Background: an optimization exercise with open tools, aiming at small area and a short achievable clock period. Do not read the settings as production practice.
At most, simulation tests tie the RTL to the original design; equivalence was not proved.
The RTL of runs 2 and 3 was laid out without a check of its function.
Power figures rest on the tool's default switching activity, not on a simulated workload.

==> flow/run.sh <==
#!/bin/bash
# synth_recipe.tcl (not shown) runs the flow's synth.tcl, then flattens the netlist and writes it again
# the make line also repeats each setting of config.mk as NAME=value (left out here)
make -C /OpenROAD-flow-scripts/flow DESIGN_CONFIG=/design/flow/config.mk WORK_HOME=/design/flow/orfs CLKGATE_MAP_FILE= SYNTH_SCRIPT=/design/flow/synth_recipe.tcl finish
==> flow/config.mk <==
export PLATFORM = sky130hd
export DESIGN_NAME = lane_hough
export DESIGN_NICKNAME = lane_hough
export VERILOG_FILES = /design/flow/design.v
export SDC_FILE = /design/flow/constraint.sdc
export NUM_CORES = 4
export LEC_CHECK = 0
export CAP_MARGIN = 20
export CORE_MARGIN = 2
export CORE_UTILIZATION = 65
export CTS_CLUSTER_DIAMETER = 80
export CTS_CLUSTER_SIZE = 30
export PLACE_DENSITY = 0.75
export SETUP_SLACK_MARGIN = 4.4
export SLEW_MARGIN = 20
==> flow/constraint.sdc <==
create_clock -name core_clock -period 7.0 [get_ports {clk}]
set_input_delay 1.4000 -clock core_clock [delete_from_list [all_inputs] [get_ports {clk}]]
set_output_delay 1.4000 -clock core_clock [all_outputs]
set_load 0.01 [all_outputs]
==> flow/design.v <==
`timescale 1ns / 1ps
module lane_hough(clk, reset, in_xy_valid, in_new_pixel, in_x_nms, in_y_nms, in_end_one_row,
                  out_rho_vote, out_phi_vote, out_vote_valid);
input clk, reset;
input [7:0] in_new_pixel;
input [8:0] in_x_nms;
input [7:0] in_y_nms;
input in_xy_valid;
input in_end_one_row;
output [5:0] out_rho_vote;
output [6:0] out_phi_vote;
output out_vote_valid;
integer i;
reg [8:0] xd [1:11];
reg [7:0] yd [1:13];
reg [12:1] vd;
reg [11:1] ed;
always @(posedge clk) begin
    xd[1] <= in_x_nms;
    for (i = 2; i <= 11; i = i + 1) xd[i] <= xd[i-1];
    yd[1] <= in_y_nms;
    for (i = 2; i <= 13; i = i + 1) yd[i] <= yd[i-1];
    vd <= {vd[11:1], in_xy_valid};
    ed <= {ed[10:1], in_end_one_row};
end
reg [7:0] c1 [0:131];
always @(posedge clk) begin
    c1[0] <= in_new_pixel;
    for (i = 1; i <= 131; i = i + 1) c1[i] <= c1[i-1];
end
reg [7:0] pl_a5, pl_a6, pl_g5;
always @(posedge clk) begin
    pl_a5 <= ((c1[131] >> 4) + (c1[129] >> 4)) + ((c1[3] >> 4) + (c1[1] >> 4));
    pl_a6 <= ((c1[130] >> 3) + (c1[67] >> 3)) + ((c1[65] >> 3) + (c1[2] >> 3));
    pl_g5 <= (c1[66] >> 2);
end
wire [7:0] gf = pl_a5 + pl_g5 + pl_a6;
reg [7:0] c2 [1:131];
always @(posedge clk) begin
    c2[1] <= gf;
    for (i = 2; i <= 131; i = i + 1) c2[i] <= c2[i-1];
end
wire [7:0] g5 = c2[67], g6 = c2[66];
reg [9:0] vr0, vr1, vr2, sbot, stop;
always @(posedge clk) begin
    vr0 <= {2'b0, c2[129]} + {2'b0, c2[1]} + {1'b0, c2[65], 1'b0};
    vr1 <= vr0;
    vr2 <= vr1;
    sbot <= {2'b0, c2[3]} + {2'b0, c2[1]} + {1'b0, c2[2], 1'b0};
    stop <= {2'b0, c2[131]} + {2'b0, c2[129]} + {1'b0, c2[130], 1'b0};
end
reg [9:0] gx, gy;
always @(posedge clk) begin
    gx <= vr0 - vr2;
    gy <= sbot - stop;
end
wire sx = gx[9], sy = gy[9];
wire [7:0] d56 = g5 - g6;
reg [11:1] le_d, ge_d;
always @(posedge clk) begin
    le_d <= {le_d[10:1], (d56 == 8'd0) | d56[7]};
    ge_d <= {ge_d[10:1], ~d56[7]};
end
wire rf_flag_rise_all = le_d[8] & le_d[9] & le_d[10] & le_d[11];
wire rf_flag_fall_all = ge_d[8] & ge_d[9] & ge_d[10] & ge_d[11];
reg [9:0] cd_y1, cd_x1, cd_y2, cd_x2, cd_y3, cd_x3, cd_y4, cd_x4;
reg roi_1;
always @(posedge clk) begin
    cd_x1 <= (gx ^ {10{sx}}) + (gy ^ {10{sy}}) + {9'd0, sx} + {9'd0, sy};
    cd_y1 <= (gy ^ {10{sy}}) + (gx ^ {10{~sx}}) + {9'd0, sy} + {9'd0, ~sx};
    roi_1 <= ~(sx ^ sy);
    cd_y2 <= cd_y1[9] ? cd_y1 + (cd_x1 >> 1) : cd_y1 - (cd_x1 >> 1);
    cd_x2 <= cd_y1[9] ? cd_x1 - (cd_y1 >> 1) : cd_x1 + (cd_y1 >> 1);
    cd_y3 <= cd_y2[9] ? cd_y2 + (cd_x2 >> 2) : cd_y2 - (cd_x2 >> 2);
    cd_x3 <= cd_y2[9] ? cd_x2 - (cd_y2 >> 2) : cd_x2 + (cd_y2 >> 2);
    cd_y4 <= cd_y3[9] ? cd_y3 + (cd_x3 >> 3) : cd_y3 - (cd_x3 >> 3);
    cd_x4 <= cd_y3[9] ? cd_x3 - (cd_y3 >> 3) : cd_x3 + (cd_y3 >> 3);
end
wire [9:0] cd_y5_nx = cd_y4[9] ? cd_y4 + (cd_x4 >> 4) : cd_y4 - (cd_x4 >> 4);
reg cd_sign5;
always @(posedge clk) cd_sign5 <= cd_y5_nx[9];
reg [4:0] s1d; reg [3:0] s2d; reg [2:0] s3d; reg [1:0] s4d; reg s5d;
always @(posedge clk) begin
    s1d <= {s1d[3:0], cd_y1[9]};
    s2d <= {s2d[2:0], cd_y2[9]};
    s3d <= {s3d[1:0], cd_y3[9]};
    s4d <= {s4d[0], cd_y4[9]};
    s5d <= cd_sign5;
end
wire [4:0] sgn7 = {s5d, s4d[1], s3d[2], s2d[3], s1d[4]};
reg [6:0] phi8_nx; reg rng_nx;
always @(*) begin
    case (sgn7)
    5'd0: begin phi8_nx = 7'd99; rng_nx = 1'b0; end
    5'd1: begin phi8_nx = 7'd45; rng_nx = 1'b1; end
    5'd2: begin phi8_nx = 7'd71; rng_nx = 1'b1; end
    5'd3: begin phi8_nx = 7'd17; rng_nx = 1'b1; end
    5'd4: begin phi8_nx = 7'd84; rng_nx = 1'b0; end
    5'd5: begin phi8_nx = 7'd31; rng_nx = 1'b1; end
    5'd6: begin phi8_nx = 7'd56; rng_nx = 1'b1; end
    5'd7: begin phi8_nx = 7'd3; rng_nx = 1'b0; end
    5'd8: begin phi8_nx = 7'd91; rng_nx = 1'b0; end
    5'd9: begin phi8_nx = 7'd38; rng_nx = 1'b1; end
    5'd10: begin phi8_nx = 7'd63; rng_nx = 1'b1; end
    5'd11: begin phi8_nx = 7'd10; rng_nx = 1'b1; end
    5'd12: begin phi8_nx = 7'd77; rng_nx = 1'b0; end
    5'd13: begin phi8_nx = 7'd24; rng_nx = 1'b1; end
    5'd14: begin phi8_nx = 7'd49; rng_nx = 1'b1; end
    5'd15: begin phi8_nx = 7'd124; rng_nx = 1'b0; end
    5'd16: begin phi8_nx = 7'd95; rng_nx = 1'b0; end
    5'd17: begin phi8_nx = 7'd42; rng_nx = 1'b1; end
    5'd18: begin phi8_nx = 7'd67; rng_nx = 1'b1; end
    5'd19: begin phi8_nx = 7'd14; rng_nx = 1'b1; end
    5'd20: begin phi8_nx = 7'd81; rng_nx = 1'b0; end
    5'd21: begin phi8_nx = 7'd28; rng_nx = 1'b1; end
    5'd22: begin phi8_nx = 7'd53; rng_nx = 1'b1; end
    5'd23: begin phi8_nx = 7'd0; rng_nx = 1'b0; end
    5'd24: begin phi8_nx = 7'd88; rng_nx = 1'b0; end
    5'd25: begin phi8_nx = 7'd35; rng_nx = 1'b1; end
    5'd26: begin phi8_nx = 7'd60; rng_nx = 1'b1; end
    5'd27: begin phi8_nx = 7'd7; rng_nx = 1'b1; end
    5'd28: begin phi8_nx = 7'd74; rng_nx = 1'b1; end
    5'd29: begin phi8_nx = 7'd20; rng_nx = 1'b1; end
    5'd30: begin phi8_nx = 7'd46; rng_nx = 1'b1; end
    5'd31: begin phi8_nx = 7'd120; rng_nx = 1'b0; end
    endcase
end
reg [6:0] cd_phi8;    
reg phi_rng;          
always @(posedge clk) begin
    cd_phi8 <= phi8_nx;
    phi_rng <= rng_nx;
end
reg [5:0] rg_d;       
always @(posedge clk) begin
    rg_d <= {rg_d[4:0], roi_1 & (cd_x1 > 10'd10)};
end
wire ck_g_phi = rg_d[5] & phi_rng;
reg nms_ckgphi_g5, nms_ckgphi_g4;
always @(posedge clk) begin
    nms_ckgphi_g5 <= ck_g_phi;
    nms_ckgphi_g4 <= nms_ckgphi_g5;
end
wire nms_ckgphi_g456 = ck_g_phi & nms_ckgphi_g5 & nms_ckgphi_g4;
reg [9:0] nms_gadd_g4;
reg nms_gadd_sign_g54;
reg [6:1] g456;
wire [9:0] g5_sub_g4 = cd_x1 - nms_gadd_g4;
always @(posedge clk) begin
    nms_gadd_g4 <= cd_x1;
    nms_gadd_sign_g54 <= (g5_sub_g4 == 10'd0) | g5_sub_g4[9];
    g456 <= {g456[5:1], g5_sub_g4[9] & ~nms_gadd_sign_g54};
end
wire nms_all = g456[6] & nms_ckgphi_g456;
reg [6:0] phiavg_1, phiavg_q;
always @(posedge clk) begin
    phiavg_1 <= cd_phi8;
    phiavg_q <= (cd_phi8 >> 1) + (phiavg_1 >> 2);
end
wire [6:0] phiavg_3 = (cd_phi8 >> 2) + phiavg_q;
wire [8:0] x_nms11 = xd[11];
wire lp_edge_rise = nms_all & rf_flag_rise_all;
wire lp_edge_fall = nms_all & rf_flag_fall_all;
reg lp_flag_rised, lp_valid2;
reg [8:0] lp_x, lp_x_mid;
reg [6:0] lp_phi, lp_phi_mid;
wire lp_valid1 = lp_flag_rised & lp_edge_fall;
wire [8:0] lp_denta_x = x_nms11 - lp_x;
wire lp_check_width = (lp_denta_x > 9'd5) & (lp_denta_x < 9'd50);
always @(posedge clk) begin
    if (lp_edge_rise) begin
        lp_x <= x_nms11;
        lp_phi <= phiavg_3;
    end
    lp_flag_rised <= lp_edge_rise ? 1'b1 : (lp_edge_fall | ed[11]) ? 1'b0 : lp_flag_rised;
    lp_valid2 <= lp_valid1 & vd[12] & lp_check_width;
    lp_x_mid <= (lp_x >> 1) + (x_nms11 >> 1);
    lp_phi_mid <= (lp_phi >> 1) + (phiavg_3 >> 1);
end
reg [8:0] fifo_x [0:15];
reg [6:0] fifo_phi [0:15];
reg [7:0] fifo_y [0:15];
reg [4:0] cnt;
reg lifo_empty;
reg [3:0] lifo_rp;     
wire lifo_re;
wire lifo_we = lp_valid2;
wire full_int = (cnt == 5'd16);
wire empty_int = (cnt == 5'd0);
wire we_real = lifo_we & ~lifo_re & ~full_int;
wire re_real = ~lifo_we & lifo_re & ~empty_int;
always @(posedge clk) begin
    if (reset) cnt <= 5'd0;
    else if (we_real) cnt <= cnt + 5'd1;
    else if (re_real) cnt <= cnt - 5'd1;
end
always @(posedge clk) begin
    if (we_real) begin
        fifo_x[cnt[3:0]] <= lp_x_mid;
        fifo_phi[cnt[3:0]] <= lp_phi_mid;
        fifo_y[cnt[3:0]] <= yd[13];
    end
end
always @(posedge clk) begin
    lifo_empty <= empty_int;
    lifo_rp <= cnt[3:0] - 4'd1;
end
wire [8:0] lifo_x = fifo_x[lifo_rp];
wire [6:0] lifo_phi = fifo_phi[lifo_rp];
wire [7:0] lifo_y = fifo_y[lifo_rp];
reg [2:0] ht_denta_x;
reg [3:0] ht_denta_phi;
reg ht_free;
reg phi_eq_10;         
reg done_loop_xphi;    
wire load_new_point = (ht_free | done_loop_xphi) & ~lifo_empty;
wire ht_clr = load_new_point | reset;
assign lifo_re = load_new_point;
always @(posedge clk) begin
    if ((done_loop_xphi & lifo_empty) | reset) ht_free <= 1'b1;
    else if (load_new_point) ht_free <= 1'b0;
    if (ht_clr) ht_denta_x <= 3'd0;
    else ht_denta_x <= ht_denta_x + {2'b0, phi_eq_10};
    if (ht_clr | phi_eq_10) ht_denta_phi <= 4'd0;
    else ht_denta_phi <= ht_denta_phi + 4'd1;
    phi_eq_10 <= ~ht_clr & (ht_denta_phi == 4'd9);
    done_loop_xphi <= ~ht_clr & (ht_denta_phi == 4'd9) & (ht_denta_x == 3'd4);
end
reg [8:0] ht_x_tmp;
reg [6:0] ht_phi_tmp;
reg [7:0] ht_y1, ht_y2, ht_y3;
always @(posedge clk) begin
    if (load_new_point) begin
        ht_x_tmp <= lifo_x - 9'd2;
        ht_phi_tmp <= lifo_phi - 7'd5;
        ht_y1 <= lifo_y;
    end
end
reg [6:0] ht_phi_loop, ht_phi1, ht_phi2, ht_phi3, ht_phi4;
reg [8:0] ht_x_loop, ht_x_loop_1;
always @(posedge clk) begin
    ht_phi_loop <= ht_phi_tmp + {3'b0, ht_denta_phi};
    ht_x_loop <= ht_x_tmp + {6'b0, ht_denta_x};
    ht_y2 <= ht_y1;
    ht_x_loop_1 <= ht_x_loop;
    ht_y3 <= ht_y2;
    ht_phi1 <= ht_phi_loop;
    ht_phi2 <= ht_phi1;
    ht_phi3 <= ht_phi2;
    ht_phi4 <= ht_phi3;
end
reg [9:0] sin_nx, cos_nx;
always @(*) begin
    case (ht_phi_loop)
    7'd0: sin_nx = 10'd0;
    7'd1: sin_nx = 10'd17;
    7'd2: sin_nx = 10'd35;
    7'd3: sin_nx = 10'd53;
    7'd4: sin_nx = 10'd71;
    7'd5: sin_nx = 10'd89;
    7'd6: sin_nx = 10'd107;
    7'd7: sin_nx = 10'd124;
    7'd8: sin_nx = 10'd142;
    7'd9: sin_nx = 10'd160;
    7'd10: sin_nx = 10'd177;
    7'd11: sin_nx = 10'd195;
    7'd12: sin_nx = 10'd212;
    7'd13: sin_nx = 10'd230;
    7'd14: sin_nx = 10'd247;
    7'd15: sin_nx = 10'd265;
    7'd16: sin_nx = 10'd282;
    7'd17: sin_nx = 10'd299;
    7'd18: sin_nx = 10'd316;
    7'd19: sin_nx = 10'd333;
    7'd20: sin_nx = 10'd350;
    7'd21: sin_nx = 10'd366;
    7'd22: sin_nx = 10'd383;
    7'd23: sin_nx = 10'd400;
    7'd24: sin_nx = 10'd416;
    7'd25: sin_nx = 10'd432;
    7'd26: sin_nx = 10'd448;
    7'd27: sin_nx = 10'd464;
    7'd28: sin_nx = 10'd480;
    7'd29: sin_nx = 10'd496;
    7'd30: sin_nx = 10'd511;
    7'd31: sin_nx = 10'd527;
    7'd32: sin_nx = 10'd542;
    7'd33: sin_nx = 10'd557;
    7'd34: sin_nx = 10'd572;
    7'd35: sin_nx = 10'd587;
    7'd36: sin_nx = 10'd601;
    7'd37: sin_nx = 10'd616;
    7'd38: sin_nx = 10'd630;
    7'd39: sin_nx = 10'd644;
    7'd40: sin_nx = 10'd658;
    7'd41: sin_nx = 10'd671;
    7'd42: sin_nx = 10'd685;
    7'd43: sin_nx = 10'd698;
    7'd44: sin_nx = 10'd711;
    7'd45: sin_nx = 10'd724;
    7'd46: sin_nx = 10'd736;
    7'd47: sin_nx = 10'd748;
    7'd48: sin_nx = 10'd760;
    7'd49: sin_nx = 10'd772;
    7'd50: sin_nx = 10'd784;
    7'd51: sin_nx = 10'd795;
    7'd52: sin_nx = 10'd806;
    7'd53: sin_nx = 10'd817;
    7'd54: sin_nx = 10'd828;
    7'd55: sin_nx = 10'd838;
    7'd56: sin_nx = 10'd848;
    7'd57: sin_nx = 10'd858;
    7'd58: sin_nx = 10'd868;
    7'd59: sin_nx = 10'd877;
    7'd60: sin_nx = 10'd886;
    7'd61: sin_nx = 10'd895;
    7'd62: sin_nx = 10'd904;
    7'd63: sin_nx = 10'd912;
    7'd64: sin_nx = 10'd920;
    7'd65: sin_nx = 10'd928;
    7'd66: sin_nx = 10'd935;
    7'd67: sin_nx = 10'd942;
    7'd68: sin_nx = 10'd949;
    7'd69: sin_nx = 10'd955;
    7'd70: sin_nx = 10'd962;
    7'd71: sin_nx = 10'd968;
    7'd72: sin_nx = 10'd973;
    7'd73: sin_nx = 10'd979;
    7'd74: sin_nx = 10'd984;
    7'd75: sin_nx = 10'd989;
    default: sin_nx = 10'd0;
    endcase
end
always @(*) begin
    case (ht_phi_loop)
    7'd0: cos_nx = 10'd1023;
    7'd1: cos_nx = 10'd1023;
    7'd2: cos_nx = 10'd1023;
    7'd3: cos_nx = 10'd1022;
    7'd4: cos_nx = 10'd1021;
    7'd5: cos_nx = 10'd1020;
    7'd6: cos_nx = 10'd1018;
    7'd7: cos_nx = 10'd1016;
    7'd8: cos_nx = 10'd1014;
    7'd9: cos_nx = 10'd1011;
    7'd10: cos_nx = 10'd1008;
    7'd11: cos_nx = 10'd1005;
    7'd12: cos_nx = 10'd1001;
    7'd13: cos_nx = 10'd997;
    7'd14: cos_nx = 10'd993;
    7'd15: cos_nx = 10'd989;
    7'd16: cos_nx = 10'd984;
    7'd17: cos_nx = 10'd979;
    7'd18: cos_nx = 10'd973;
    7'd19: cos_nx = 10'd968;
    7'd20: cos_nx = 10'd962;
    7'd21: cos_nx = 10'd955;
    7'd22: cos_nx = 10'd949;
    7'd23: cos_nx = 10'd942;
    7'd24: cos_nx = 10'd935;
    7'd25: cos_nx = 10'd928;
    7'd26: cos_nx = 10'd920;
    7'd27: cos_nx = 10'd912;
    7'd28: cos_nx = 10'd904;
    7'd29: cos_nx = 10'd895;
    7'd30: cos_nx = 10'd886;
    7'd31: cos_nx = 10'd877;
    7'd32: cos_nx = 10'd868;
    7'd33: cos_nx = 10'd858;
    7'd34: cos_nx = 10'd848;
    7'd35: cos_nx = 10'd838;
    7'd36: cos_nx = 10'd828;
    7'd37: cos_nx = 10'd817;
    7'd38: cos_nx = 10'd806;
    7'd39: cos_nx = 10'd795;
    7'd40: cos_nx = 10'd784;
    7'd41: cos_nx = 10'd772;
    7'd42: cos_nx = 10'd760;
    7'd43: cos_nx = 10'd748;
    7'd44: cos_nx = 10'd736;
    7'd45: cos_nx = 10'd724;
    7'd46: cos_nx = 10'd711;
    7'd47: cos_nx = 10'd698;
    7'd48: cos_nx = 10'd685;
    7'd49: cos_nx = 10'd671;
    7'd50: cos_nx = 10'd658;
    7'd51: cos_nx = 10'd644;
    7'd52: cos_nx = 10'd630;
    7'd53: cos_nx = 10'd616;
    7'd54: cos_nx = 10'd601;
    7'd55: cos_nx = 10'd587;
    7'd56: cos_nx = 10'd572;
    7'd57: cos_nx = 10'd557;
    7'd58: cos_nx = 10'd542;
    7'd59: cos_nx = 10'd527;
    7'd60: cos_nx = 10'd512;
    7'd61: cos_nx = 10'd496;
    7'd62: cos_nx = 10'd480;
    7'd63: cos_nx = 10'd464;
    7'd64: cos_nx = 10'd448;
    7'd65: cos_nx = 10'd432;
    7'd66: cos_nx = 10'd416;
    7'd67: cos_nx = 10'd400;
    7'd68: cos_nx = 10'd383;
    7'd69: cos_nx = 10'd366;
    7'd70: cos_nx = 10'd350;
    7'd71: cos_nx = 10'd333;
    7'd72: cos_nx = 10'd316;
    7'd73: cos_nx = 10'd299;
    7'd74: cos_nx = 10'd282;
    7'd75: cos_nx = 10'd265;
    default: cos_nx = 10'd0;
    endcase
end
reg [9:0] ht_sin, ht_cos;
always @(posedge clk) begin
    ht_sin <= sin_nx;
    ht_cos <= cos_nx;
end
wire [12:0] m1_a = ht_cos * ht_x_loop_1[2:0];
wire [12:0] m2_a = ht_sin * ht_y3[2:0];
reg [9:0] m1_lo, m2_lo;
reg [12:0] m1_md, m1_hi, m2_md;
reg [11:0] m2_hi;
reg [7:0] m1_h, m2_h;
reg [5:0] ht_rho;
wire [16:0] m1_sum = {7'd0, m1_lo} + {4'd0, m1_md} + {1'b0, m1_hi, 3'd0};
wire [15:0] m2_sum = {6'd0, m2_lo} + {3'd0, m2_md} + {1'b0, m2_hi, 3'd0};
wire [7:0] rho_sum = m1_h + m2_h;
always @(posedge clk) begin
    m1_lo <= m1_a[12:3];
    m1_md <= ht_cos * ht_x_loop_1[5:3];
    m1_hi <= ht_cos * ht_x_loop_1[8:6];
    m2_lo <= m2_a[12:3];
    m2_md <= ht_sin * ht_y3[5:3];
    m2_hi <= ht_sin * ht_y3[7:6];
    m1_h <= m1_sum[14:7];
    m2_h <= m2_sum[14:7];
    ht_rho <= {1'b0, rho_sum[7:3]};
end
reg [5:1] ht_valid;
always @(posedge clk) ht_valid <= {ht_valid[4:1], ~ht_free};
assign out_rho_vote = ht_rho;
assign out_phi_vote = ht_phi4;
assign out_vote_valid = ht_valid[5];
endmodule
==> parameters.txt, run 1 <==
Parameter                              Value

Global routing
  First-pass GRT wire length    between 200000 and 250000 um
  Met3 Use GR    0.0289
  Maximum number of pins on one net before global-route repair    81
  Global Route Usage Sum    0.203
  Global routing met1 resource utilization    0.285
  Via count of the first global-routing pass    around 40000
  Met2 usage    0.335
  Gr busiest metal    met2
  GRT overflow    0
  Initial antenna violation count    9

Synth
  Synth Area per Inst    around 15 um2
  Post-synthesis instance area    83400 um2
  Commonest register cell after synthesis    sky130_fd_sc_hd__dfxtp_1
  Cells after synthesis    5533
  Post-synth top area cell    sky130_fd_sc_hd__dfxtp_1
  Yosys warns    5
  Synthesized-area fraction occupied by adder cells    0.0864
  Net count of the mapped netlist    ~6000
  Combinational family with the most area after synthesis    adder cells
  Fraction of the mapped netlist area in compound gates    0.0430
  Share of Yosys cell area claimed by the top area cell type    0.592
  Part of the Yosys area used for sequential elements    0.744
  Cells taking the most area after synthesis    sky130_fd_sc_hd__dfxtp_1 (59%), sky130_fd_sc_hd__edfxtp_1 (15%), sky130_fd_sc_hd__ha_1 (5.5%)
  Number of synthesized flops with an enable pin    around 420
  Fraction of synthesized cell area in xor and xnor cells    0.0289
  Simple-gate area share of the yosys netlist    0.0409
  Mux share of post-synthesis cell area    0.0370
  Proportion of synthesized flip-flops having asynchronous set or reset    0
  Count of unique library cells instantiated by Yosys    72
  Total of flip-flops plus latches after synthesis    2889

Floorplan
  Initial Utilization    0.654
  Core Area    128000 um2
  Core Rows    ~130
  Number of ports placed on the die boundary    between 40 and 50
  Total die area    between 100000 and 150000 um2
  Y dimension of the die    between 300 and 400 um
  Die width    around 360 um

Timing
  Worst slew margin relative to its limit    0.238
  Min setup slack post-route    roughly 4.3 ns
  Worst Max-Slew Pin Slew    approximately 1.1 ns
  Setup repair after global routing missed its margin    true
  Fraction of the cycle the final worst path needs    0.393
  Fin Clk Skew    a little over 0.08 ns
  Min Clock Period, post-route    about 2.7 ns
  Final setup viols    0
  Final Max Tran Viols    0
  Final hold violation count    0
  Max Clk Rate    364 MHz
  Sum of negative setup slack    0 ns

Finish
  Most common cell after layout, fill and taps aside    sky130_fd_sc_hd__dfxtp_1
  Post-layout instance area    between 90000 and 100000 um2
  P&R area growth vs syn    10.0%
  Share of final-layout standard cells stronger than drive strength 1    0.131
  Fill cell count    just under 8000
  Reg area    roughly 62000 um2
  Core Util, Final    0.720
  Post-layout net count    about 6300
  Top library cells by usage in the layout, fill and taps aside    sky130_fd_sc_hd__dfxtp_1 (2390), sky130_fd_sc_hd__edfxtp_1 (423), sky130_fd_sc_hd__ha_1 (348), sky130_fd_sc_hd__inv_1 (308), sky130_fd_sc_hd__nand2_1 (222)
  Antenna cell count    0
  Final Instance Count excl. Fillers    between 7000 and 8000
  Area of combinational cells with multiple inputs    20900 um2

CTS
  Reg clk slew, reported paths    ~0.10 ns
  H-Tree Level Count    3
  CTS sink cnt    around 2900
  Source-to-sink clock delay at the later pin of the worst-skew pair    0.79 ns
  Cts hold-fix bufs    0
  Clock tree root driver cell    sky130_fd_sc_hd__clkbuf_16
  Clock buffers created by TritonCTS    between 100 and 150
  Maximum buffer depth of the clock tree    3
  CTS tree    yes

Power
  Ratio of total power to cell area    a little under 400 nW/um2
  Max VDD drop    between 0.3 and 0.4 mV
  Static power due to leakage    37.6 nW

Placement
  Placed insts    about 7200
  DP Area    85900 um2
  Number of buffers inserted by port buffering    39
  Detailed placement HPWL    about 77000 um
  Setup Slack @ Placement    between 3 and 4 ns
  RD Place Congestion    just over 0.8

Worst setup path
  Delay contributed by the slowest stage of the critical path    0.45 ns
  Crit start category    flip-flop
  Worst setup EP type    flip-flop
  Critical path's slowest cell    sky130_fd_sc_hd__fa_1
  Required time of the worst setup path    around 7.6 ns
  R2R cell count    12
  Arrival @ worst endpoint    between 3 and 4 ns
  Highest net fanout along the worst path    5
  Critical path cell sequence    buf_4 > nand2_4 > fa_1 > or3_4 > fa_2 > nor2b_4 > o21ai_2 > a21boi_2 > o21ai_1 > nand2b_1 > a31oi_4 > xnor2_1
  WS Path Type    reg2reg

Route
  DR pass1 iterations    5
  Overall via count from detail_route    about 39000
  Wirelength per Cell    17.8 um
  Remaining DRCs    0
  Via density per instance    between 5 and 6
  Wire length after detailed routing    133000 um
  Antenna-violating nets left    0
  First DRT Iteration DRCs    2512

Min path
  Path type of the worst min-delay path    reg2reg
  Number of cells on the worst hold path    0

Outcome
  Status    complete, no violations

Flow run
  MaxCap Viol Count    0
## power by group
group	internal (mW)	switching, mW
logic	3.87	4.31
registers	18.7	0.964
clock network	3.19	4.84
## path summary, 6_finish.rpt
| path | from | to | slack [ns] |
|---|---|---|---|
| setup / recovery | ht_cos[2] | m1_lo[7] | 4.25 |
| hold reg to reg | c2[98][0] | c2[99][0] | 0.30 |
| hold / removal | c2[98][0] | c2[99][0] | 0.30 |
| setup reg to reg | ht_cos[2] | m1_lo[7] | 4.25 |
## per-stage QoR
stage                     power (mW)  hold slack, ns
final                           35.9           0.300
after global routing            38.0           0.300
after floorplan                 25.6           0.310
after CTS                       35.7           0.297
after detailed placement        27.4           0.312
after global placement          27.1           0.310
## worst max-delay path: cells and delay by family (launching register included)
| kind | cells | cell delay, ns |
|---|---|---|
| flops | 1 | 0.39 |
| xor+xnor | 1 | 0.13 |
| simple gates | 4 | 0.70 |
| buf+inv | 1 | 0.13 |
| fa+ha+maj | 2 | 0.84 |
| compound gates | 4 | 0.46 |
## per-layer routing
layer  vias up  wire length [um]
li1      18938                 -
met1     18847             60900
met2       748             63300
met3       192              5930
met4         4              2940
met5         -                27
## final cells by class
type | instances | share of cell area
flip-flops and latches | 2889 | 0.678
multi-input cells | 2215 | 0.227
clock buffers | 130 | 0.0315
well taps | 1662 | 0.0226
repair buffers | 207 | 0.0204
inverters | 328 | 0.0137
clock inverters | 30 | 0.00598
repair inverters | 2 | 0.000136
## sequential cells by signal, summed over array words and instances (netlist names), 11 cells and up
name	count
ed	11
vd	12
c2	1048
le_d	11
fifo_y	128
m1_md	13
m2_hi	12
fifo_phi	112
c1	726
m2_md	13
xd	99
ge_d	11
m1_hi	12
yd	104
fifo_x	144
## repair_timing
action,in CTS,in global routing
setup buffers,78,59
cloned,1,4
gates resized for setup,257,216
pin swaps,55,112
setup endpoints to repair,317,217
## Yosys cell counts (17+ instances only)
cell	instances
sky130_fd_sc_hd__nand4_1	17
sky130_fd_sc_hd__and2_1	55
sky130_fd_sc_hd__nor3_1	67
sky130_fd_sc_hd__fa_1	130
sky130_fd_sc_hd__nand2_1	241
sky130_fd_sc_hd__and3_1	17
sky130_fd_sc_hd__ha_1	368
sky130_fd_sc_hd__nor2_1	160
sky130_fd_sc_hd__a211oi_1	17
sky130_fd_sc_hd__dfxtp_1	2466
sky130_fd_sc_hd__nor2b_1	44
sky130_fd_sc_hd__xnor2_1	159
sky130_fd_sc_hd__o21bai_1	27
sky130_fd_sc_hd__a21o_1	56
sky130_fd_sc_hd__a21oi_1	182
sky130_fd_sc_hd__o21ai_0	145
sky130_fd_sc_hd__inv_1	327
sky130_fd_sc_hd__edfxtp_1	423
sky130_fd_sc_hd__xor2_1	116
sky130_fd_sc_hd__clkbuf_1	75
sky130_fd_sc_hd__nand2b_1	36
sky130_fd_sc_hd__nand3_1	22
sky130_fd_sc_hd__a31oi_1	24
sky130_fd_sc_hd__mux4_2	124
## cells by family (layout without fill, tap and decap cells)
logic type               Yosys count  in the layout
AO/OA/AOI/OAI                    581            581
XOR/XNOR                         275            275
adder cells (fa/ha/maj)          498            498
buffers and inverters            429            697
flip-flops                      2889           2889
multiplexers                     146            146
other                              1              1
AND/OR/NAND/NOR                  714            714
==> inputs of run 2 (changes only) <==
--- a/flow/design.v
+++ b/flow/design.v
@@ -164,4 +164,6 @@
 reg lp_flag_rised, lp_valid2;
-reg [8:0] lp_x, lp_x_mid;
-reg [6:0] lp_phi, lp_phi_mid;
+reg [8:0] lp_x;
+reg [6:0] lp_phi_h;       
+reg [8:0] lp_x_mid_m2;    
+reg [6:0] lp_phi_mid_m5;  
 wire lp_valid1 = lp_flag_rised & lp_edge_fall;
@@ -172,3 +174,3 @@
         lp_x <= x_nms11;
-        lp_phi <= phiavg_3;
+        lp_phi_h <= (phiavg_3 >> 1) - 7'd5;
     end
@@ -176,4 +178,4 @@
     lp_valid2 <= lp_valid1 & vd[12] & lp_check_width;
-    lp_x_mid <= (lp_x >> 1) + (x_nms11 >> 1);
-    lp_phi_mid <= (lp_phi >> 1) + (phiavg_3 >> 1);
+    lp_x_mid_m2 <= (lp_x >> 1) + (x_nms11 >> 1) - 9'd2;
+    lp_phi_mid_m5 <= lp_phi_h + (phiavg_3 >> 1);
 end
@@ -190,2 +192,3 @@
 wire we_real = lifo_we & ~lifo_re & ~full_int;
+wire we_mem = lifo_we & ~full_int;
 wire re_real = ~lifo_we & lifo_re & ~empty_int;
@@ -197,5 +200,5 @@
 always @(posedge clk) begin
-    if (we_real) begin
-        fifo_x[cnt[3:0]] <= lp_x_mid;
-        fifo_phi[cnt[3:0]] <= lp_phi_mid;
+    if (we_mem) begin
+        fifo_x[cnt[3:0]] <= lp_x_mid_m2;
+        fifo_phi[cnt[3:0]] <= lp_phi_mid_m5;
         fifo_y[cnt[3:0]] <= yd[13];
@@ -233,4 +236,4 @@
     if (load_new_point) begin
-        ht_x_tmp <= lifo_x - 9'd2;
-        ht_phi_tmp <= lifo_phi - 7'd5;
+        ht_x_tmp <= lifo_x;
+        ht_phi_tmp <= lifo_phi;
         ht_y1 <= lifo_y;
@@ -419,21 +422,52 @@
 end
-wire [12:0] m1_a = ht_cos * ht_x_loop_1[2:0];
-wire [12:0] m2_a = ht_sin * ht_y3[2:0];
-reg [9:0] m1_lo, m2_lo;
-reg [12:0] m1_md, m1_hi, m2_md;
-reg [11:0] m2_hi;
+reg [10:0] ht_x3;
+reg [9:0] ht_y3x;
+always @(posedge clk) begin
+    ht_x3 <= {2'b0, ht_x_loop} + {1'b0, ht_x_loop, 1'b0};
+    ht_y3x <= {2'b0, ht_y2} + {1'b0, ht_y2, 1'b0};
+end
+function [10:0] sel_x;
+    input [1:0] d; input [8:0] v; input [10:0] v3;
+    case (d)
+    2'd0: sel_x = 11'd0;
+    2'd1: sel_x = {2'b0, v};
+    2'd2: sel_x = {1'b0, v, 1'b0};
+    default: sel_x = v3;
+    endcase
+endfunction
+function [9:0] sel_y;
+    input [1:0] d; input [7:0] v; input [9:0] v3;
+    case (d)
+    2'd0: sel_y = 10'd0;
+    2'd1: sel_y = {2'b0, v};
+    2'd2: sel_y = {1'b0, v, 1'b0};
+    default: sel_y = v3;
+    endcase
+endfunction
+wire [12:0] m1_a = {2'b0, sel_x(ht_cos[1:0], ht_x_loop_1, ht_x3)} + {sel_x(ht_cos[3:2], ht_x_loop_1, ht_x3), 2'b0};
+wire [12:0] m1_b = {2'b0, sel_x(ht_cos[5:4], ht_x_loop_1, ht_x3)} + {sel_x(ht_cos[7:6], ht_x_loop_1, ht_x3), 2'b0};
+wire [10:0] m1_c = sel_x(ht_cos[9:8], ht_x_loop_1, ht_x3);
+wire [11:0] m2_a = {2'b0, sel_y(ht_sin[1:0], ht_y3, ht_y3x)} + {sel_y(ht_sin[3:2], ht_y3, ht_y3x), 2'b0};
+wire [11:0] m2_b = {2'b0, sel_y(ht_sin[5:4], ht_y3, ht_y3x)} + {sel_y(ht_sin[7:6], ht_y3, ht_y3x), 2'b0};
+wire [9:0] m2_c = sel_y(ht_sin[9:8], ht_y3, ht_y3x);
+reg [8:0] m1_lo;
+reg [12:0] m1_md;
+reg [10:0] m1_hi;
+reg [7:0] m2_lo;
+reg [11:0] m2_md;
+reg [9:0] m2_hi;
 reg [7:0] m1_h, m2_h;
 reg [5:0] ht_rho;
-wire [16:0] m1_sum = {7'd0, m1_lo} + {4'd0, m1_md} + {1'b0, m1_hi, 3'd0};
-wire [15:0] m2_sum = {6'd0, m2_lo} + {3'd0, m2_md} + {1'b0, m2_hi, 3'd0};
+wire [14:0] m1_sum = {6'd0, m1_lo} + {2'd0, m1_md} + {m1_hi, 4'd0};
+wire [13:0] m2_sum = {6'd0, m2_lo} + {2'd0, m2_md} + {m2_hi, 4'd0};
 wire [7:0] rho_sum = m1_h + m2_h;
 always @(posedge clk) begin
-    m1_lo <= m1_a[12:3];
-    m1_md <= ht_cos * ht_x_loop_1[5:3];
-    m1_hi <= ht_cos * ht_x_loop_1[8:6];
-    m2_lo <= m2_a[12:3];
-    m2_md <= ht_sin * ht_y3[5:3];
-    m2_hi <= ht_sin * ht_y3[7:6];
-    m1_h <= m1_sum[14:7];
-    m2_h <= m2_sum[14:7];
+    m1_lo <= m1_a[12:4];
+    m1_md <= m1_b;
+    m1_hi <= m1_c;
+    m2_lo <= m2_a[11:4];
+    m2_md <= m2_b;
+    m2_hi <= m2_c;
+    m1_h <= m1_sum[13:6];
+    m2_h <= m2_sum[13:6];
     ht_rho <= {1'b0, rho_sum[7:3]};
==> run 2 against run 1 <==
Still clean. Synthesized cell count decreased by 2.0%. Die area decreased by 0.33%. Core utilization decreased by 1.0 points. Non-clock buffer count decreased by 76. Count of clock-buffer cells in the layout increased by 3. Wire length increased by 0.57%. Area after synthesis decreased by 0.33%. Cell area decreased by 1.7%.
==> parameters.txt, run 2 <==
Parameter                              Value

Outcome
  Status    complete, no violations

Finish
  Max FFs per register    between 1000 and 1500
  Fill cell count    a little under 8000
  Most common cell after layout, fill and taps aside    sky130_fd_sc_hd__dfxtp_1
  Area of combinational cells with multiple inputs    between 20000 and 25000 um2
  Top library cells by usage in the layout, fill and taps aside    sky130_fd_sc_hd__dfxtp_1 (2410), sky130_fd_sc_hd__edfxtp_1 (424), sky130_fd_sc_hd__ha_1 (346), sky130_fd_sc_hd__inv_1 (251), sky130_fd_sc_hd__a21oi_1 (154)
  Core Util, Final    0.710
  P&R area growth vs syn    8.54%
  Reg area    62500 um2
  Post-layout net count    between 6000 and 7000
  Biggest register    c2
  Share of final-layout standard cells stronger than drive strength 1    0.121

Worst setup path
  Highest net fanout along the worst path    4
  Timing startpoint of the critical path    m1_lo[5]
  Timing endpoint of the critical path    m1_h[6]
  Critical path's slowest cell    sky130_fd_sc_hd__fa_1
  Arrival @ worst endpoint    3.27 ns
  Most used cell along the critical path    sky130_fd_sc_hd__o21a_1
  Worst r2r dst    m1_h[6]
  Delay contributed by the slowest stage of the critical path    0.47 ns
  R2R cell count    9
  Critical path cell sequence    fa_1 > ha_1 > o21a_1 > o21a_1 > o21ai_2 > a21oi_2 > o31a_1 > or4_4 > o311ai_2
  Crit start category    flip-flop
  Worst setup EP type    flip-flop
  Critical R2R Launch    m1_lo[5]
  Required time of the worst setup path    around 7.7 ns
  WS Path Type    reg2reg
  Register-to-register setup slack    between 4 and 5 ns

Synth
  Cells after synthesis    between 5000 and 6000
  Synth Area per Inst    about 15 um2
  Proportion of synthesized flip-flops having asynchronous set or reset    0
  Cells taking the most area after synthesis    sky130_fd_sc_hd__dfxtp_1 (60%), sky130_fd_sc_hd__edfxtp_1 (15%), sky130_fd_sc_hd__ha_1 (5.4%)
  Yosys warns    5
  Count of unique library cells instantiated by Yosys    77
  Post-synthesis instance area    slightly above 80000 um2
  Most instantiated library cell after synthesis    sky130_fd_sc_hd__dfxtp_1
  Total of flip-flops plus latches after synthesis    about 2900
  Number of synthesized flops with an enable pin    approximately 420
  Share of Yosys cell area claimed by the top area cell type    0.596
  Part of the Yosys area used for sequential elements    0.749
  Post-synth top area cell    sky130_fd_sc_hd__dfxtp_1
  Commonest register cell after synthesis    sky130_fd_sc_hd__dfxtp_1
  Net count of the mapped netlist    5894
  Ranking of synthesized cells by instance count    sky130_fd_sc_hd__dfxtp_1 (2477), sky130_fd_sc_hd__edfxtp_1 (424), sky130_fd_sc_hd__ha_1 (361)

Route
  Wirelength per Cell    ~18 um
  Wire length after detailed routing    between 100000 and 150000 um
  First DRT Iteration DRCs    about 2700
  Antenna-violating nets left    0
  Overall via count from detail_route    around 38000
  DR pass1 iterations    5
  Remaining DRCs    0
  Via density per instance    5.23

Global routing
  Global routing met1 resource utilization    0.280
  Global Route Usage Sum    0.205
  First-pass GRT wire length    210000 um
  Met2 usage    0.353
  GRT overflow    0
  Initial antenna violation count    7
  Maximum number of pins on one net before global-route repair    78
  Via count of the first global-routing pass    38624
  Gr busiest metal    met2
  Met3 Use GR    0.0234

Floorplan
  Die width    roughly 360 um
  Core Rows    131
  Initial Utilization    0.654
  Y dimension of the die    roughly 360 um
  Number of ports placed on the die boundary    43
  Core Area    127000 um2
  Total die area    131000 um2

Timing
  Worst Max-Slew Pin Slew    1.21 ns
  Worst slew margin relative to its limit    0.194
  Fraction of the cycle the final worst path needs    0.374
  Final hold violation count    0
  Min Clock Period, post-route    2.62 ns
  Min setup slack post-route    4.38 ns
  Setup repair after global routing missed its margin    true
  Final setup viols    0
  Max Clk Rate    382 MHz
  Final Max Tran Viols    0
  Fin Clk Skew    0.0439 ns
  Sum of negative setup slack    0 ns

Placement
  Detailed placement HPWL    between 70000 and 80000 um
  Setup Slack @ Placement    between 3 and 4 ns
  Number of buffers inserted by port buffering    39
  RD Place Congestion    approximately 0.84

Power
  Max VDD drop    between 0.3 and 0.4 mV
  Cell internal pwr    about 26 mW
  Comb pwr share    0.227
  Power share of the clock group    0.222
  Ratio of total power to cell area    ~400 nW/um2
  Switching power total    10.1 mW
  Part of the power in registers    0.551
  Sw Share    0.281
  Static power due to leakage    ~36 nW

Min path
  Path type of the worst min-delay path    reg2reg
  Start point of the worst hold path    c2[18][2]

CTS
  Clock tree root driver cell    sky130_fd_sc_hd__clkbuf_16
  Clock buffers created by TritonCTS    approximately 110
  Cts hold-fix bufs    0
  Maximum buffer depth of the clock tree    3
  H-Tree Level Count    3
  Reg clk slew, reported paths    roughly 0.11 ns
  CTS sink cnt    2901
  CTS tree    yes
  Source-to-sink clock delay at the later pin of the worst-skew pair    ~0.76 ns

Flow run
  MaxCap Viol Count    0
run 2: cell types whose count changed after synthesis, sizes merged, moves of 17 or more:
cell,previous run,this run
nand2,241,120
inv,327,255
fa,130,83
o21ai,146,124
a22o,1,71
clkbuf,75,92
and2,55,17
mux2,5,77
run 2: per-stage QoR:
step / power, mW / hold WS, ns / instance area [um2] / cells
final: 36.0 / 0.315 / 90300 / 7256
after detailed placement: 27.5 / 0.312 / 85400 / 7013
after global placement: 27.2 / 0.310 / 85400 / 7013
after global routing: 38.1 / 0.325 / 90300 / 7254
after CTS: 35.8 / 0.316 / 89300 / 7201
after floorplan: 25.7 / 0.310 / 83200 / 5421
run 2: layer usage:
layer / up-vias / wire length [um]
met5: - / 20
met4: 2 / 2400
met3: 160 / 5590
met2: 675 / 66300
met1: 18414 / 59500
li1: 18674 / -
run 2: how the worst min path moves through the flow:
stage	cells after the start	to	slack (ns)
2_1_floorplan	0	c1[100][3]	0.31
3_3_place_gp	0	vr2[9]	0.31
3_5_place_dp	0	c1[15][5]	0.31
4_1_cts	0	c2[81][4]	0.32
5_1_grt	0	c2[85][1]	0.32
6_report	0	c2[19][2]	0.32
run 2: area by class of cell:
| type | count | share of cell area |
|---|---|---|
| timing repair buffer | 131 | 0.0126 |
| multi-input combinational | 2142 | 0.224 |
| timing repair inverter | 1 | 0.0000555 |
| tap | 1662 | 0.0230 |
| sequential | 2901 | 0.692 |
| clock buffer | 133 | 0.0327 |
| inverter | 257 | 0.0109 |
| clock inverter | 27 | 0.00484 |
| antenna | 2 | 0.0000555 |
run 2: what timing repair did:
item | CTS | global route
setup buffers | 27 | 50
pin swaps | 29 | 63
cloned | 1 | 1
setup endpoints to repair | 105 | 99
resized for setup | 190 | 133
run 2: worst max-delay path: cells and delay by family, from the launching register on:
| kind | cells | cell delay, ns |
|---|---|---|
| adders and majority gates | 2 | 0.79 |
| and+or+nand+nor | 1 | 0.43 |
| AOI/OAI and AO/OA | 6 | 0.98 |
| DFF | 1 | 0.34 |
run 2: power groups by stage:
stage          combinational (mW)  clock (mW)  sequential [mW]
6_report                     8.18        8.01             19.9
3_3_place_gp                 7.14           0             20.1
5_1_grt                      9.29        8.77             20.0
3_5_place_dp                 7.29           0             20.2
4_1_cts                      7.73        8.22             19.9
2_1_floorplan                5.98           0             19.7
run 2: logic make-up (layout without fill, tap and decap cells):
group,after synthesis,after routing,share of synthesized area
muxes,220,220,0.0464
xor gates and xnor gates,267,267,0.0281
and+or+nand+nor,557,557,0.0327
DFF,2901,2901,0.749
AOI/OAI and AO/OA,653,653,0.0515
buffers and inverters,378,549,0.0175
adders and majority gates,444,444,0.0743
other,1,3,0.0000451
==> inputs of run 3 (changes only) <==
--- a/flow/config.mk
+++ b/flow/config.mk
@@ -10,6 +10,6 @@
 export CORE_UTILIZATION = 65
-export CTS_CLUSTER_DIAMETER = 80
-export CTS_CLUSTER_SIZE = 30
+export CTS_CLUSTER_DIAMETER = 60
+export CTS_CLUSTER_SIZE = 36
 export PLACE_DENSITY = 0.75
-export SETUP_SLACK_MARGIN = 4.4
+export SETUP_SLACK_MARGIN = 4.45
 export SLEW_MARGIN = 20
==> run 3 against run 2 <==
Power grew 5.6%. Wire length shrank 3.2%. Cell count grew 1.5%. Combinational power grew 5.0%. First-iteration DRC count shrank 1.4%. Sequential power is essentially flat. Still clean.
==> parameters.txt, run 3 <==
Parameter                              Value

Min path
  Capture endpoint of the worst hold path    c2[126][2]
  Start point of the worst hold path    c2[125][2]
  Path type of the worst min-delay path    reg2reg
  Number of cells on the worst hold path    0

Power
  Part of the power in registers    0.521
  Ratio of total power to cell area    between 400 and 500 nW/um2
  Power share of the clock group    0.253
  Max VDD drop    approximately 0.33 mV
  Cell internal pwr    27.2 mW
  Static power due to leakage    ~37 nW
  Switching power total    roughly 11 mW
  Comb pwr share    0.226
  Sw Share    0.286

Synth
  Share of Yosys cell area claimed by the top area cell type    0.596
  Part of the Yosys area used for sequential elements    0.749
  Most instantiated library cell after synthesis    sky130_fd_sc_hd__dfxtp_1
  Post-synth top area cell    sky130_fd_sc_hd__dfxtp_1
  Ranking of synthesized cells by instance count    sky130_fd_sc_hd__dfxtp_1 (2477), sky130_fd_sc_hd__edfxtp_1 (424), sky130_fd_sc_hd__ha_1 (361)
  Synth Area per Inst    roughly 15 um2
  Total of flip-flops plus latches after synthesis    between 2000 and 3000
  Yosys warns    5
  Count of unique library cells instantiated by Yosys    slightly below 80
  Cells after synthesis    between 5000 and 6000
  Proportion of synthesized flip-flops having asynchronous set or reset    0
  Cells taking the most area after synthesis    sky130_fd_sc_hd__dfxtp_1 (60%), sky130_fd_sc_hd__edfxtp_1 (15%), sky130_fd_sc_hd__ha_1 (5.4%)
  Post-synthesis instance area    83200 um2
  Net count of the mapped netlist    roughly 5900
  Number of synthesized flops with an enable pin    ~420
  Commonest register cell after synthesis    sky130_fd_sc_hd__dfxtp_1

Floorplan
  Core Area    127000 um2
  Initial Utilization    0.654
  Y dimension of the die    ~360 um
  Core Rows    roughly 130
  Number of ports placed on the die boundary    43
  Total die area    about 130000 um2
  Die width    roughly 360 um

Timing
  Final hold violation count    0
  Max Clk Rate    between 300 and 400 MHz
  Fin Clk Skew    about 0.051 ns
  Worst slew margin relative to its limit    0.267
  Final setup viols    0
  Min Clock Period, post-route    roughly 2.8 ns
  Final Max Tran Viols    0
  Sum of negative setup slack    0 ns
  Hold Worst Slack    0.297 ns
  Setup repair after global routing missed its margin    true
  Worst Max-Slew Pin Slew    1.10 ns
  Fraction of the cycle the final worst path needs    0.394

CTS
  CTS tree    yes
  CTS sink cnt    a little under 3000
  H-Tree Level Count    4
  Clock tree root driver cell    sky130_fd_sc_hd__clkbuf_16
  Source-to-sink clock delay at the later pin of the worst-skew pair    slightly above 0.8 ns
  Maximum buffer depth of the clock tree    3
  Cts hold-fix bufs    0
  Clock buffers created by TritonCTS    approximately 140
  Reg clk slew, reported paths    0.11 ns

Placement
  Placed insts    between 7000 and 8000
  Number of buffers inserted by port buffering    39
  Detailed placement HPWL    between 70000 and 80000 um
  RD Place Congestion    0.820

Outcome
  Status    complete, no violations

Route
  Overall via count from detail_route    38177
  Wirelength per Cell    17.6 um
  Antenna-violating nets left    0
  DR pass1 iterations    5
  Remaining DRCs    0
  Wire length after detailed routing    about 130000 um
  First DRT Iteration DRCs    between 2000 and 3000
  Via density per instance    approximately 5.2

Finish
  Share of final-layout standard cells stronger than drive strength 1    0.145
  Max FFs per register    ~1000
  Antenna cell count    0
  Post-layout net count    between 6000 and 7000
  Top library cells by usage in the layout, fill and taps aside    sky130_fd_sc_hd__dfxtp_1 (2418), sky130_fd_sc_hd__edfxtp_1 (424), sky130_fd_sc_hd__ha_1 (343), sky130_fd_sc_hd__inv_1 (245), sky130_fd_sc_hd__xnor2_1 (150)
  Biggest register    c2
  Most common cell after layout, fill and taps aside    sky130_fd_sc_hd__dfxtp_1
  P&R area growth vs syn    10.8%
  Final Instance Count excl. Fillers    between 7000 and 8000

Flow run
  MaxCap Viol Count    0

Worst setup path
  Register-to-register setup slack    4.24 ns
  Required time of the worst setup path    about 7.6 ns
  Worst setup EP type    flip-flop
  Arrival @ worst endpoint    3.38 ns
  WS Path Type    reg2reg
  Critical R2R Launch    ht_sin[0]
  R2R cell count    10
  Timing startpoint of the critical path    ht_sin[0]
  Highest net fanout along the worst path    5
  Worst r2r dst    m2_lo[7]
  Crit start category    flip-flop

Global routing
  Initial antenna violation count    3
  First-pass GRT wire length    about 210000 um
  Maximum number of pins on one net before global-route repair    78
  Via count of the first global-routing pass    around 38000
  Global Route Usage Sum    0.198
  GRT overflow    0
-- run 3: cell counts after synthesis --
Identical to the previous run, type by type.
-- run 3: cell families (layout without fill, tap and decap cells) --
group | after synthesis | in the layout | share of synthesized area
simple gates | 557 | 557 | 0.0327
other cells | 1 | 1 | 0.0000451
buf+inv | 378 | 660 | 0.0175
compound gates | 653 | 653 | 0.0515
fa+ha+maj | 444 | 444 | 0.0743
xor+xnor | 267 | 267 | 0.0281
flops | 2901 | 2901 | 0.749
mux | 220 | 220 | 0.0464
-- run 3: metrics by stage --
step | instance area (um2) | utilization | total power, mW | setup WS [ns]
floorplan | 83300 | - | 25.7 | 4.39
global placement | 85400 | 0.671 | 27.2 | 3.51
detailed placement | 85400 | 0.671 | 27.5 | 3.49
CTS | 91100 | 0.716 | 37.7 | 4.26
global route | 92100 | 0.724 | 40.1 | 4.15
finish | 92100 | 0.724 | 38.1 | 4.24
-- run 3: worst max-delay path, stage by stage (launching register included) --
cell	delay, ns
sky130_fd_sc_hd__dfxtp_4	0.38
sky130_fd_sc_hd__mux2_4	0.30
sky130_fd_sc_hd__a22o_1	0.25
sky130_fd_sc_hd__ha_1	0.29
sky130_fd_sc_hd__nand3_2	0.08
sky130_fd_sc_hd__or4_4	0.52
sky130_fd_sc_hd__a21boi_4	0.16
sky130_fd_sc_hd__a311o_2	0.24
sky130_fd_sc_hd__o31ai_4	0.08
sky130_fd_sc_hd__o211ai_1	0.20
sky130_fd_sc_hd__a21boi_1	0.11
-- run 3: repair_timing --
| item | in CTS | in global routing |
|---|---|---|
| hold endpoints to repair | 0 | 0 |
| cloned | 1 | 0 |
| setup buffers | 56 | 58 |
| pin swaps | 50 | 97 |
| endpoints found under the setup margin | 119 | 79 |
| resized for setup | 225 | 137 |
-- run 3: how the worst max path moves through the flow --
stage,end,cells after the start
finish,m2_lo[7],10
global route,m2_lo[7],10
CTS,m2_lo[7],10
detailed placement,ht_sin[4],8
global placement,ht_sin[4],8
floorplan,m2_lo[7],11
-- run 3: metal layers --
layer	part of all wire	up-vias	GRT usage
met2	0.48	699	0.331
li1	-	18856	-
met3	0.040	192	0.0294
met5	0	-	0
met1	0.46	18430	0.274
met4	0.020	0	0.0520
-- run 3: final cells by class --
class                   count  area, um2
repair inverters            1       7.51
multi-input cells        2142      20400
repair buffers            167       1410
clock inverters            81       1130
fillers                  7785      35100
inverters                 257        980
clock buffers             154       3650
well taps                1662       2080
flip-flops and latches   2901      62500
-- run 3: power groups by stage --
stage / Clock, mW / Sequential, mW / Combinational [mW]
6_report: 9.63 / 19.8 / 8.59
5_1_grt: 10.4 / 20.0 / 9.70
4_1_cts: 9.84 / 19.9 / 7.98
3_5_place_dp: 0 / 20.2 / 7.28
3_3_place_gp: 0 / 20.1 / 7.12
2_1_floorplan: 0 / 19.7 / 5.99

[what the ideal ports hide]
The flow's constraints put no driver on any port. The routed layouts listed below were extracted and timed again, unchanged, in two steps.
Step 1 assumes that a clkbuf_16 drives the clock port and a buf_2 every other input.
Step 2 also shifts input and output timing later by t, the mid clock arrival at the registers, as if the neighbouring blocks saw the same clock.
a / b / c = ideal ports / drivers / drivers and shift; a / b = the first two.
run | t, ns | setup slack, ns | hold WS [ns]
run 1 | 0.823 | 4.252 / 4.252 / 4.075 | 0.300 / 0.300 / 0.300
run 2 | 0.808 | 4.384 / 4.345 / 4.136 | 0.315 / 0.315 / 0.315
run 3 | 0.853 | 4.241 / 4.241 / 4.078 | 0.297 / 0.297 / 0.297
After both steps setup and hold are still met in every run listed. The setup slack of run 2, which loses most, moves by -0.039 ns with the drivers and by -0.248 ns with both steps.
